Background: an optimization exercise with open tools, aiming at small area. Do not read the settings as production practice. Where RTL was checked, it was by simulation tests only, not by an equivalence proof against the original. No activity file was given, so power comes from the tool's default toggle rates.

## riscv_zero_execute
module riscv_zero_execute(
    input clk,
    input reset,
    input [63:0] pc_in,
    input [6:0] opcode,
    input [31:0] immediate,
    input [4:0]  reg_dest,
    input [63:0] rs1_data,
    input [63:0] rs2_data,
    input [6:0] funct7_out,
    input [2:0] funct3_out,
    input writeback_enable_in,
    input [1:0] writeback_source_in,
    input memory_access_in,
    input mem_wenable_in,
    input jump,
    input branch,
    input ALU_A_mux,
    input ALU_B_mux,
    input [3:0] ALU_op,
    output wire pc_src,
    output wire [63:0] pc_target,
    output reg [63:0] pc_out,
    output reg writeback_enable_out,
    output reg [1:0] writeback_source_out,
    output reg memory_access_out,
    output reg mem_wenable_out,
    output reg [63:0] ALU_out,
    output reg [63:0] mem_write_data
);
wire [63:0] ALU_A_src = ALU_A_mux ? pc_in : rs1_data;
wire [63:0] ALU_B_src = ALU_B_mux ? {32'b0, immediate} : rs2_data;
wire [63:0] ALU_result;
assign pc_src = (ALU_result[0] & branch) | jump;
wire [32:0] pt_lo = {1'b0, pc_in[31:0]} + {1'b0, immediate};
assign pc_target = {pc_in[63:32] + {31'b0, pt_lo[32]}, pt_lo[31:0]};
alu execute_alu (
    .a(ALU_A_src),
    .b(ALU_B_src),
    .operation(ALU_op),
    .result(ALU_result)
);
always @(posedge clk or posedge reset) begin
    if (reset) begin
        pc_out <= 64'h0;
        ALU_out <= 64'h0;
        writeback_enable_out <= 1'b0;
  ...
For scale: ~2000 cells after synthesis, about 200 flip-flops, about 520 I/O pins, ~17000 um^2 of cells after synthesis.
clock: 6.5 ns
lec_check: 0
cap_margin: 20
core_margin: 2
core_utilization: 40
gpl_timing_driven: 0
setup_slack_margin: 0.2
slew_margin: 20
standard.sh (not shown) runs the stock make flow with config.mk's settings and CLKGATE_MAP_FILE= SYNTH_SCRIPT=/design/flow/synth_recipe.tcl, a recipe that flattens the netlist after the stock synthesis.
==> flow/flow/run.sh <==
#!/bin/bash
export BUFFER_PORTS_ARGS="-buffer_cell sky130_fd_sc_hd__buf_1"
bash standard.sh > standard.log 2>&1
The baseline reached the layout checks and failed them: negative setup slack.
Rerun with:
==> flow/flow/run.sh (replaced) <==
#!/bin/bash
# The standard layout with the smallest buffer on the ports; timing-driven
# global placement only reweights nets and does not keep its trial buffering;
# CTS as the standard flow runs it (same buffers and clustering) but without
# dummy loads on the clock tree.
bash standard.sh "BUFFER_PORTS_ARGS=-buffer_cell sky130_fd_sc_hd__buf_1" \
  GPL_KEEP_OVERFLOW=0 \
  "CTS_ARGS=-sink_clustering_enable -repair_clock_nets -sink_clustering_size 10 -buf_list sky130_fd_sc_hd__clkbuf_8 -dont_use_dummy_load" \
  finish > standard.log 2>&1
- CTS_BUF_LIST: unset -> sky130_fd_sc_hd__clkbuf_8
- CTS_CLUSTER_SIZE: unset -> 10
- GPL_TIMING_DRIVEN: 0 -> unset
- SETUP_SLACK_MARGIN: 0.2 -> 0.1
After rerunning: The new run finished but fails on negative setup slack; global-route usage is lower by 5.9 points; via count falls by a little under a tenth; power falls by roughly a tenth; clock power shrinks by well over a third; combinational power fell by a few percent; first-iteration DRC count goes down by a quarter to a third; hold slack is worse by 0.099 ns; core utilization is lower by 0.84 points; sequential power barely changes; die area stays the same.
Function was not checked in any run of this note: the RTL went through the layout flow alone.


riscv_zero_execute, a different RTL version from the one above (not shown whole).
For scale: roughly 2,400 cells after synthesis, ~200 flip-flops.
// riscv_zero_execute
module riscv_zero_execute(
    input clk,
    input reset,
    input [63:0] pc_in,
    input [6:0] opcode,
    input [31:0] immediate,
    input [4:0]  reg_dest,
    input [63:0] rs1_data,
    input [63:0] rs2_data,
    input [6:0] funct7_out,
    input [2:0] funct3_out,
    input writeback_enable_in,
    input [1:0] writeback_source_in,
    input memory_access_in,
    input mem_wenable_in,
    input jump,
    input branch,
    input ALU_A_mux,
    input ALU_B_mux,
    input [3:0] ALU_op,
    output wire pc_src,
    output wire [63:0] pc_target,
    output reg [63:0] pc_out,
    output reg writeback_enable_out,
    output reg [1:0] writeback_source_out,
    output reg memory_access_out,
    output reg mem_wenable_out,
    output reg [63:0] ALU_out,
    output reg [63:0] mem_write_data
);
Settings: LEC_CHECK=0, CAP_MARGIN=20, CORE_MARGIN=2, CORE_UTILIZATION=40, SETUP_SLACK_MARGIN=0.3, SLEW_MARGIN=20; clock period 6.5 ns.
run.sh (not shown) runs the stock make flow with config.mk's settings and CLKGATE_MAP_FILE= SYNTH_SCRIPT=/design/flow/synth_recipe.tcl, a recipe that flattens the netlist after the stock synthesis.
Stock flow here: none of the scripts above is used.
==> next run, changes <==
==> flow/flow/run.sh (new file) <==
#!/bin/bash
export BUFFER_PORTS_ARGS="-buffer_cell sky130_fd_sc_hd__buf_1"
bash standard.sh > standard.log 2>&1
==> flow/standard.sh (new file) <==
#!/bin/bash
# synth_recipe.tcl (not shown) runs the flow's synth.tcl, then flattens the netlist and writes it again
# the make line also repeats each setting of config.mk as NAME=value (left out here)
make -C /OpenROAD-flow-scripts/flow DESIGN_CONFIG=/design/flow/config.mk WORK_HOME=/design/flow/orfs CLKGATE_MAP_FILE= SYNTH_SCRIPT=/design/flow/synth_recipe.tcl "${@:-finish}"
removed: flow/run.sh
Effect: First-iteration DRC count falls by 12%. Routed wire length goes down by 2.8%. Maximum frequency increases by 3.2%. Setup slack gets better by 0.20 ns. Cell area is lower by 19%. Total power drops by 11%.
No functional check of the RTL was part of any run of this note.


Setup of indigo:
riscv_zero_execute, a different RTL version from the one above (not shown whole).
Size: about 520 I/O pins, ~18000 um2 of cells after synthesis.
export LEC_CHECK = 0
export CAP_MARGIN = 20
export CORE_MARGIN = 2
export CORE_UTILIZATION = 40
export SETUP_SLACK_MARGIN = 0.3
export SLEW_MARGIN = 20
create_clock -name core_clock -period 6.5 [get_ports {clk}]
standard.sh (not shown) runs the stock make flow with config.mk's settings and CLKGATE_MAP_FILE= SYNTH_SCRIPT=/design/flow/synth_recipe.tcl, a recipe that flattens the netlist after the stock synthesis.
==> flow/flow/run.sh <==
#!/bin/bash
# The standard layout with the smallest buffer on the ports and
# non-critical gates downsized after global routing.
bash standard.sh "BUFFER_PORTS_ARGS=-buffer_cell sky130_fd_sc_hd__buf_1" \
  RECOVER_POWER=100 MATCH_CELL_FOOTPRINT=0 finish > standard.log 2>&1
indigo -> stages 100% | layout checks FAIL | max-capacitance violations, max-slew violations
diff inputs: indigo => xenon
Settings: SETUP_SLACK_MARGIN changed from 0.3 to 0.1; CAP_MARGIN changed from 20 to 5; SLEW_MARGIN changed from 20 to 5.
==> flow/flow/run.sh <==
#!/bin/bash
# The standard layout with the smallest buffer on the ports; timing-driven
# global placement only reweights nets and does not keep its trial buffering;
# CTS as the standard flow runs it (same buffers and clustering) but without
# dummy loads on the clock tree.
bash standard.sh "BUFFER_PORTS_ARGS=-buffer_cell sky130_fd_sc_hd__buf_1" \
  GPL_KEEP_OVERFLOW=0 \
  "CTS_ARGS=-sink_clustering_enable -repair_clock_nets -sink_clustering_size 10 -buf_list sky130_fd_sc_hd__clkbuf_8 -dont_use_dummy_load" \
  finish > standard.log 2>&1
==> comparison <==
xenon went all the way through synthesis, placement and routing and the layout is clean on timing, DRC and antenna.
Although it ran to completion, indigo produced a layout that fails the final checks because of max-capacitance violations, max-slew violations.
xenon vs indigo, clock network power share went down by 9.1 points.
xenon vs. indigo: number of synthesized register bits neither gained nor lost much, via count lost 1.5%, mean instance size in the synthesized netlist neither gained nor lost much.
Type of the tightest min-delay check: input port to register -> indigo, input port to async pin -> xenon
Relative to indigo, the maximum frequency measured on xenon has decreased slightly.
The total power in xenon sits about 13% below the value recorded for indigo.
Between indigo and xenon, reported leakage power decreased.
[compare] base=indigo new=xenon: wire length reported by the detailed router now sits lower, setup slack -0.12 ns, worst slack at placement lost 0.94 ns, number of pins with negative max-slew slack in the final report lower.
Here is what was changed in the inputs of nickel compared with xenon.
Settings: SLEW_MARGIN changed from 5 to 20; SETUP_SLACK_MARGIN changed from 0.1 to 0.15; CAP_MARGIN changed from 5 to 20.
==> flow/flow/run.sh <==
#!/bin/bash
# The standard layout with the smallest buffer on the ports; timing-driven
# global placement only reweights nets and does not keep its trial buffering.
bash standard.sh "BUFFER_PORTS_ARGS=-buffer_cell sky130_fd_sc_hd__buf_1" \
  GPL_KEEP_OVERFLOW=0 finish > standard.log 2>&1
--- outcome ---
- Of nickel and xenon, it is nickel that has the higher final total power.
- Comparing nickel against xenon, there is no change at all in final global-route overflow total.
- Of the two candidates, xenon has the worse tightest slew margin relative to the limit and nickel the better one.
- Per the comparison of nickel with xenon, count of flip-flops and latches essentially unchanged; switching component of the power now sits higher; wire length of the first global-routing pass now sits at about the same level.
- In nickel the post-cts gate resize count turned out 8 higher than in xenon.
- Area overhead of the layout relative to synthesis (higher): nickel
- The final reports for nickel and xenon show met1 usage in global routing lower in the former.
- Cell area | nickel vs xenon | nickel larger
The following lists how pepper was set up differently from nickel:
Settings: SETUP_SLACK_MARGIN now 0.3, was 0.15; GPL_TIMING_DRIVEN now 0, previously not set.
==> flow/flow/run.sh <==
#!/bin/bash
export BUFFER_PORTS_ARGS="-buffer_cell sky130_fd_sc_hd__buf_1"
bash standard.sh > standard.log 2>&1
| global-route usage | pepper vs nickel | 5.6 points higher |
Per the comparison of pepper with nickel, wire length the detailed router placed on met1 now larger; final cell count now sits higher; met3 layer usage reported by global route rose by 5.2 points; combinational group share of total power went up 2.1 points; clock-buffer cell count shrank by 3.
Against nickel, routability congestion estimate in pepper rose by a little under 10%.
The core of pepper is more densely filled than that of nickel.
Input-level comparison between yarrow and pepper:
Settings: SETUP_SLACK_MARGIN now 0.1, was 0.3; GPL_TIMING_DRIVEN no longer set, was 0; CTS_CLUSTER_SIZE now 10, previously not set; CTS_BUF_LIST now sky130_fd_sc_hd__clkbuf_8, previously not set.
==> flow/flow/run.sh <==
#!/bin/bash
# The standard layout with the smallest buffer on the ports; timing-driven
# global placement only reweights nets and does not keep its trial buffering;
# CTS as the standard flow runs it (same buffers and clustering) but without
# dummy loads on the clock tree.
bash standard.sh "BUFFER_PORTS_ARGS=-buffer_cell sky130_fd_sc_hd__buf_1" \
  GPL_KEEP_OVERFLOW=0 \
  "CTS_ARGS=-sink_clustering_enable -repair_clock_nets -sink_clustering_size 10 -buf_list sky130_fd_sc_hd__clkbuf_8 -dont_use_dummy_load" \
  finish > standard.log 2>&1
[summary]
Between pepper and yarrow, final clock period utilization by the worst path increased. Delta (yarrow minus pepper): total chip power has decreased, largest incremental delay on the critical path dropped 0.15 ns. Summary of yarrow over pepper: setup slack decreased 0.10 ns, global-route usage decreased 5.7 points, worst-case vdd ir drop decreased 33%, part of the total power dissipated in combinational logic increased 3.6 points. NOTE non-clock buffer count pepper->yarrow decreased by more than 10%. Compare pepper and yarrow | via count higher: pepper. mux2i_1 as the critical path's slowest cell was reported by pepper, and fa_1 by yarrow. Of pepper and yarrow, pepper shows the higher cell area, with yarrow below it. Comparing pepper and yarrow, the higher count of placed standard cells in the final layout, fillers left out was measured on pepper.
## Diff of input files: cedar against yarrow
Settings: CTS_CLUSTER_SIZE removed (was 10); CTS_BUF_LIST removed (was sky130_fd_sc_hd__clkbuf_8); SETUP_SLACK_MARGIN changed from 0.1 to 0.3.
==> flow/flow/run.sh <==
#!/bin/bash
export BUFFER_PORTS_ARGS="-buffer_cell sky130_fd_sc_hd__buf_1"
bash standard.sh > standard.log 2>&1
## What came out
Result for yarrow and cedar: all clean. Signed area change from the synthesized netlist to the final layout delta for cedar relative to yarrow: 3.2 points higher. Comparing yarrow and cedar, the higher met1 usage was measured on cedar. Compared with yarrow, cedar shows top achievable clock speed that has gone up by a few percent. Compared with yarrow, cedar shows wire length the detailed router placed on met1 higher by 4.6%.

[re-timing with driven ports]
In the flow no input, the clock included, has a driving cell. The finished layouts below were timed again as built, in two steps. Step 1 sets driving cells, clkbuf_16 on the clock port and buf_2 on the other inputs (assumed; they add their load-dependent delay and slew). Step 2, shift: input delay + t, output delay - t, t = (earliest + latest rising clock arrival at the registers) / 2. This alone moves slack from input paths to output paths. a / b / c = ideal ports / drivers / drivers and shift; a / b = the first two.
run	t, ns	slack for setup (ns)	slew at the worst register clock pin (ns)
the first run of note 1	0.554	-0.182 / -0.235 / -0.235	0.08 / 0.08
the second run of note 1	0.615	-0.105 / -0.137 / -0.137	0.11 / 0.11
the first run of note 2	0.575	0.188 / 0.130 / 0.130	0.09 / 0.09
the second run of note 2	0.563	0.385 / 0.335 / 0.335	0.08 / 0.08
indigo	0.562	0.231 / 0.197 / 0.197	0.09 / 0.09
xenon	0.608	0.108 / 0.079 / 0.079	0.11 / 0.11
nickel	0.547	0.193 / 0.125 / 0.125	0.08 / 0.08
pepper	0.553	0.253 / 0.218 / 0.115	0.09 / 0.09
yarrow	0.609	0.152 / 0.120 / 0.120	0.11 / 0.11
cedar	0.551	0.404 / 0.325 / 0.325	0.10 / 0.10
The setup slack of pepper, which loses most, moves by -0.035 ns with the drivers and by -0.138 ns with both steps.
